From an optimization exercise on the open Yosys and OpenROAD flow, aimed at small area and a short achievable clock period; shortcuts taken in it are not production practice.
The RTL was checked by simulation tests, not by an equivalence proof against the original design.
No activity file was given, so power comes from the tool's default toggle rates.

Setup of run A:
==> flow/design.v <==
module TLB(
    input clk,
    input reset,
    output io_req_ready,
    input  io_req_valid,
    input [6:0] io_req_bits_asid,
    input [27:0] io_req_bits_vpn,
    input  io_req_bits_passthrough,
    input  io_req_bits_instruction,
    input  io_req_bits_store,
    output io_resp_miss,
    output[19:0] io_resp_ppn,
    output io_resp_xcpt_ld,
    output io_resp_xcpt_st,
    output io_resp_xcpt_if,
    output[7:0] io_resp_hit_idx,
    input  io_ptw_req_ready,
    output io_ptw_req_valid,
    output[26:0] io_ptw_req_bits_addr,
    output[1:0] io_ptw_req_bits_prv,
    output io_ptw_req_bits_store,
    output io_ptw_req_bits_fetch,
    input  io_ptw_resp_valid,
    input  io_ptw_resp_bits_error,
    input [19:0] io_ptw_resp_bits_pte_ppn,
    input [2:0] io_ptw_resp_bits_pte_reserved_for_software,
    input  io_ptw_resp_bits_pte_d,
    input  io_ptw_resp_bits_pte_r,
    input [3:0] io_ptw_resp_bits_pte_typ,
    input  io_ptw_resp_bits_pte_v,
    input  io_ptw_status_sd,
    input [30:0] io_ptw_status_zero2,
    input  io_ptw_status_sd_rv32,
    input [8:0] io_ptw_status_zero1,
    input [4:0] io_ptw_status_vm,
    input  io_ptw_status_mprv,
    input [1:0] io_ptw_status_xs,
    input [1:0] io_ptw_status_fs,
    input [1:0] io_ptw_status_prv3,
    input  io_ptw_status_ie3,
    input [1:0] io_ptw_status_prv2,
    input  io_ptw_status_ie2,
    input [1:0] io_ptw_status_prv1,
    input  io_ptw_status_ie1,
    input [1:0] io_ptw_status_prv,
    input  io_ptw_status_ie,
    input  io_ptw_invalidate
);
  reg [1:0]   state;           
  reg [32:0]  refill_tag;      
  reg [2:0]   refill_idx;
  reg         refill_store;
  reg         refill_fetch;
  reg [7:1]   plru;
  reg [7:0]   vb;
  reg [32:0]  tag [0:7];
  reg [19:0]  ppn [0:7];
  reg [7:0]   f_low, f_a, f_ws, f_xs, f_xu, f_nds, f_b;
  wire [1:0] priv = (io_ptw_status_mprv & ~io_req_bits_instruction) ?
                    io_ptw_status_prv1 : io_ptw_status_prv;
  wire priv_s = (priv == 2'h1);
  wire vm_on = io_ptw_status_vm[3] & ~priv[1] & ~io_req_bits_passthrough;
  wire bad_va = io_req_bits_vpn[27] ^ io_req_bits_vpn[26];
  wire [32:0] key = {io_req_bits_asid[5:0], io_req_bits_vpn[26:0]};
  wire [7:0] hits;
  wire [7:0] dmiss;       
  wire [7:0] e_ld, e_st, e_if;
  wire [7:0] errv;
  genvar i;
  generate
    for (i = 0; i < 8; i = i + 1) begin : ent
      wire uok = priv_s | f_low[i];
      assign hits[i] = vb[i] & (tag[i][26:0] == key[26:0]) &
                       (tag[i][32:27] == key[32:27]) &
                       (tag[i][26] == io_req_bits_vpn[27]);
      assign dmiss[i] = io_req_bits_store & f_nds[i] & uok;
      assign e_ld[i] = ~(f_a[i] & uok);
      assign e_st[i] = ~(f_ws[i] & uok);
      assign e_if[i] = dmiss[i] ? ~f_b[i] : ~(priv_s ? f_xs[i] : f_xu[i]);
      assign errv[i] = ~f_nds[i] & f_b[i];
    end
  endgenerate
  wire [7:0] tag_hits = hits & ~dmiss;
  wire tag_hit = |tag_hits;
  reg [19:0] hit_ppn;
  integer k;
  always @(*) begin
    hit_ppn = 20'h0;
    for (k = 0; k < 8; k = k + 1)
      hit_ppn = hit_ppn | (hits[k] ? ppn[k] : 20'h0);
  end
  wire [19:0] va = io_req_bits_vpn[19:0];
  wire va_rx = (va[19:18] == 2'b00);
  wire va_r  = (va[19:3] == 17'h08000);
  wire va_rw = (va >= 20'h40008) & (va <= 20'h40010);
  assign io_resp_hit_idx = hits;
  assign io_resp_ppn = vm_on ? hit_ppn : va;
  assign io_resp_miss = vm_on & ~bad_va & ~tag_hit;
  assign io_resp_xcpt_ld = bad_va | (vm_on ? |(hits & e_ld) : ~(va_rx | va_r | va_rw));
  assign io_resp_xcpt_st = bad_va | (vm_on ? |(hits & e_st) : ~(va_rx | va_rw));
  assign io_resp_xcpt_if = bad_va | (vm_on ? |(hits & e_if) : ~va_rx);
  assign io_req_ready = (state == 2'h0);
  assign io_ptw_req_valid = (state == 2'h1);
  assign io_ptw_req_bits_addr = refill_tag[26:0];
  assign io_ptw_req_bits_prv = io_ptw_status_prv;
  assign io_ptw_req_bits_store = refill_store;
  assign io_ptw_req_bits_fetch = refill_fetch;
  wire hidx2 = |hits[7:4];
  wire hidx1 = hits[7] | hits[6] | hits[3] | hits[2];
  wire hidx0 = hits[7] | hits[5] | hits[3] | hits[1];
  wire v2 = plru[1];
  wire v1 = v2 ? plru[3] : plru[2];
  wire v0 = v2 ? (v1 ? plru[7] : plru[6]) : (v1 ? plru[5] : plru[4]);
  wire [2:0] first_inv = ~vb[0] ? 3'd0 : ~vb[1] ? 3'd1 : ~vb[2] ? 3'd2 :
                         ~vb[3] ? 3'd3 : ~vb[4] ? 3'd4 : ~vb[5] ? 3'd5 :
                         ~vb[6] ? 3'd6 : 3'd7;
  wire [2:0] repl = (&vb) ? {v2, v1, v0} : first_inv;
  wire [3:0] typ = io_ptw_resp_bits_pte_typ;
  wire [19:0] np = io_ptw_resp_bits_pte_ppn;
  wire n_rx = (np[19:18] == 2'b00);
  wire n_rw2 = (np >= 20'h40008) & (np <= 20'h40010);
  wire n_rr = n_rx | (np[19:3] == 17'h08000) | n_rw2;
  wire n_rw = n_rx | n_rw2;
  wire n_base = ~io_ptw_resp_bits_error & io_ptw_resp_bits_pte_v & (typ >= 4'h2);
  wire n_low = ~typ[3];
  wire n_a = n_base & n_rr;
  wire n_ws = n_base & typ[0] & n_rw;
  wire n_xs = n_base & typ[1] & (typ >= 4'h4) & n_rx;
  wire n_xu = n_base & n_low & typ[1] & n_rx;
  wire n_nds = n_base & typ[0] & ~io_ptw_resp_bits_pte_d;
  wire n_b = n_nds ? n_rx : io_ptw_resp_bits_error;
  wire accept = io_req_ready & io_req_valid;
  wire [7:0] clear_mask = io_ptw_invalidate ? 8'hff : (errv | (hits & dmiss));
  wire fill = (state == 2'h2) & io_ptw_resp_valid;
  integer j;
  always @(posedge clk) begin
    if (reset)
      state <= 2'h0;
    else if (io_ptw_resp_valid)
      state <= 2'h0;
    else if (state == 2'h2 && io_ptw_invalidate)
      state <= 2'h3;
    else if (state == 2'h1 && io_ptw_req_ready)
      state <= io_ptw_invalidate ? 2'h3 : 2'h2;
    else if (state == 2'h1 && io_ptw_invalidate)
      state <= 2'h0;
    else if (accept & io_resp_miss)
      state <= 2'h1;
    if (io_req_ready) begin
      refill_tag <= key;
      refill_idx <= repl;
      refill_store <= io_req_bits_store;
      refill_fetch <= io_req_bits_instruction;
    end
    if (reset)
      plru <= 7'h0;
    else if (io_req_valid & vm_on & tag_hit) begin
      plru[1] <= ~hidx2;
      if (~hidx2) plru[2] <= ~hidx1; else plru[3] <= ~hidx1;
      case ({hidx2, hidx1})
        2'd0: plru[4] <= ~hidx0;
        2'd1: plru[5] <= ~hidx0;
        2'd2: plru[6] <= ~hidx0;
        default: plru[7] <= ~hidx0;
      endcase
    end
    if (reset)
      vb <= 8'h0;
    else if (io_ptw_invalidate | accept)
      vb <= vb & ~clear_mask;
    else if (fill)
      vb[refill_idx] <= 1'b1;
    for (j = 0; j < 8; j = j + 1)
      if (io_ptw_resp_valid && refill_idx == j) begin
        tag[j] <= refill_tag;
        ppn[j] <= np;
        f_low[j] <= n_low;
        f_a[j] <= n_a;
        f_ws[j] <= n_ws;
        f_xs[j] <= n_xs;
        f_xu[j] <= n_xu;
        f_nds[j] <= n_nds;
        f_b[j] <= n_b;
      end
  end
endmodule
export LEC_CHECK = 0
export CAP_MARGIN = 20
export CORE_MARGIN = 2
export CORE_UTILIZATION = 40
export SETUP_SLACK_MARGIN = 2.0
export SLEW_MARGIN = 20
create_clock -name core_clock -period 6.5 [get_ports {clk}]
run.sh (not shown) runs the stock make flow with config.mk's settings and CLKGATE_MAP_FILE= SYNTH_SCRIPT=/design/flow/synth_recipe.tcl, a recipe that flattens the netlist after the stock synthesis.
diff inputs: run A => run B
# run A
export LEC_CHECK = 0
export CAP_MARGIN = 20
export CORE_MARGIN = 2
export CORE_UTILIZATION = 40
export SETUP_SLACK_MARGIN = 2.0
export SLEW_MARGIN = 20
create_clock -name core_clock -period 6.5 [get_ports {clk}]
# run B
export LEC_CHECK = 0
export CAP_MARGIN = 20
export CORE_MARGIN = 2
export CORE_UTILIZATION = 40
export CTS_BUF_LIST = sky130_fd_sc_hd__clkbuf_8
export CTS_CLUSTER_SIZE = 30
export SETUP_SLACK_MARGIN = 2.8
export SLEW_MARGIN = 20
create_clock -name core_clock -period 6.5 [get_ports {clk}]
### Flow results
- Run B against run A: combinational-cell power consumption has decreased; peak clock frequency supported by timing has increased; fraction of power spent switching nets has increased; critical path depth has decreased.
- Maximum VDD drop: run B and run A compared, lower one is run B
- In the tables for run B and run A, fraction of the core area covered by cells at the end of the flow reads higher with run A.
- Delta (run B minus run A): part of the total power dissipated in the clock network shows a reduction of 1.5 points, power shows a reduction of about 3.4%.
Edits applied to the flow inputs when going from run B to run C:
# run B
export LEC_CHECK = 0
export CAP_MARGIN = 20
export CORE_MARGIN = 2
export CORE_UTILIZATION = 40
export CTS_BUF_LIST = sky130_fd_sc_hd__clkbuf_8
export CTS_CLUSTER_SIZE = 30
export SETUP_SLACK_MARGIN = 2.8
export SLEW_MARGIN = 20
create_clock -name core_clock -period 6.5 [get_ports {clk}]
# run C
export LEC_CHECK = 0
export ABC_AREA = 1
export CAP_MARGIN = 20
export CORE_MARGIN = 2
export CORE_UTILIZATION = 40
export CTS_BUF_LIST = sky130_fd_sc_hd__clkbuf_8 sky130_fd_sc_hd__clkbuf_16
export CTS_CLUSTER_DIAMETER = 100
export CTS_CLUSTER_SIZE = 20
export SETUP_SLACK_MARGIN = 2.8
export SLEW_MARGIN = 20
create_clock -name core_clock -period 6.5 [get_ports {clk}]
==> run notes <==
From run B to run C the numbers moved as follows: critical path depth shows an increase of 5; compound-cell area share of the yosys netlist shows a reduction of 3.9 points; count of vias placed by the detailed router shows an increase of 62%; portion of total power attributed to sequential cells shows a reduction of 0.5 points. Diff run B and run C: simple-gate share of the synthesized area lower in run B. Run B -> run C: switching power total increased by more than 10%. A cell with the largest stage delay on the worst path of nor4_2 is what run B shows, while o31ai_4 belongs to run C. Compared with run B, run C shows a clock-pin slew on the worst setup and hold paths that is 30 ps higher. Footprint of the multi-input gates (run B / run C): 0.63. Fraction of power spent switching nets: run C higher than run B. The relative contribution of combinational cells to total power in run C was higher than what run B gave. Sort run B and run C by relative area change from synthesis to final layout, ascending, and run B comes first.
#### Input delta (run D over run C)
# run C
export LEC_CHECK = 0
export ABC_AREA = 1
export CAP_MARGIN = 20
export CORE_MARGIN = 2
export CORE_UTILIZATION = 40
export CTS_BUF_LIST = sky130_fd_sc_hd__clkbuf_8 sky130_fd_sc_hd__clkbuf_16
export CTS_CLUSTER_DIAMETER = 100
export CTS_CLUSTER_SIZE = 20
export SETUP_SLACK_MARGIN = 2.8
export SLEW_MARGIN = 20
create_clock -name core_clock -period 6.5 [get_ports {clk}]
# run D
export LEC_CHECK = 0
export CAP_MARGIN = 20
export CORE_MARGIN = 2
export CORE_UTILIZATION = 40
export CTS_BUF_LIST = sky130_fd_sc_hd__clkbuf_8 sky130_fd_sc_hd__clkbuf_16
export CTS_CLUSTER_DIAMETER = 100
export CTS_CLUSTER_SIZE = 20
export SETUP_SLACK_MARGIN = 2.8
export SLEW_MARGIN = 20
create_clock -name core_clock -period 6.5 [get_ports {clk}]
[summary]
Run D: internal power consumption about 8% below run C
Sort run D and run C by post-synthesis compound-gate area fraction, ascending, and run C comes first.
Looking at area enclosed by the die boundary across both flows, run D is the stronger of the two, with run C trailing.
The launch point of the critical path comes out io_req_bits_vpn[1] in one run and io_req_bits_vpn[15] in the other, namely in run D and run C respectively.
Worst hold slack was higher in the run labelled run C.
Run D reports its routing layer with the top usage in global route as met2 while run C reports met1.

## port drivers added, routing unchanged
In the flow no input, the clock included, has a driving cell. The finished layouts below were timed again as built, in two steps.
Step 1 (the two cells are an assumption about what drives the block):
set clk [get_ports {clk}]
set_driving_cell -lib_cell sky130_fd_sc_hd__clkbuf_16 $clk
set_driving_cell -lib_cell sky130_fd_sc_hd__buf_2 [delete_from_list [all_inputs] $clk]
Step 2 adds t to the input delays and takes it off the output delays; t is the mean of the earliest and latest rising clock arrival at the registers after step 1. Input paths then give back, and output paths get back, about the clock's delay inside the block.
Slacks: ideal / step 1 / step 2; pairs: ideal / step 1.
| run | shift t [ns] | slack for setup (ns) | worst hold slack (ns) | slew at the worst register clock pin (ns) | worst data-port slew with drivers (ns) |
|---|---|---|---|---|---|
| run A | 0.663 | 1.453 / 1.418 / 1.418 | 0.493 / 0.493 / 0.493 | 0.07 / 0.07 | 0.07 |
| run B | 0.722 | 1.539 / 1.507 / 1.507 | 0.484 / 0.484 / 0.484 | 0.07 / 0.07 | 0.07 |
| run C | 0.655 | 1.716 / 1.653 / 1.653 | 0.523 / 0.523 / 0.523 | 0.09 / 0.09 | 0.09 |
| run D | 0.665 | 1.374 / 1.339 / 1.339 | 0.490 / 0.490 / 0.490 | 0.09 / 0.09 | 0.06 |
After both steps setup and hold are still met in every run listed. For run C, which loses most, drivers alone change the setup slack by -0.063 ns; drivers and shift together by -0.063 ns.
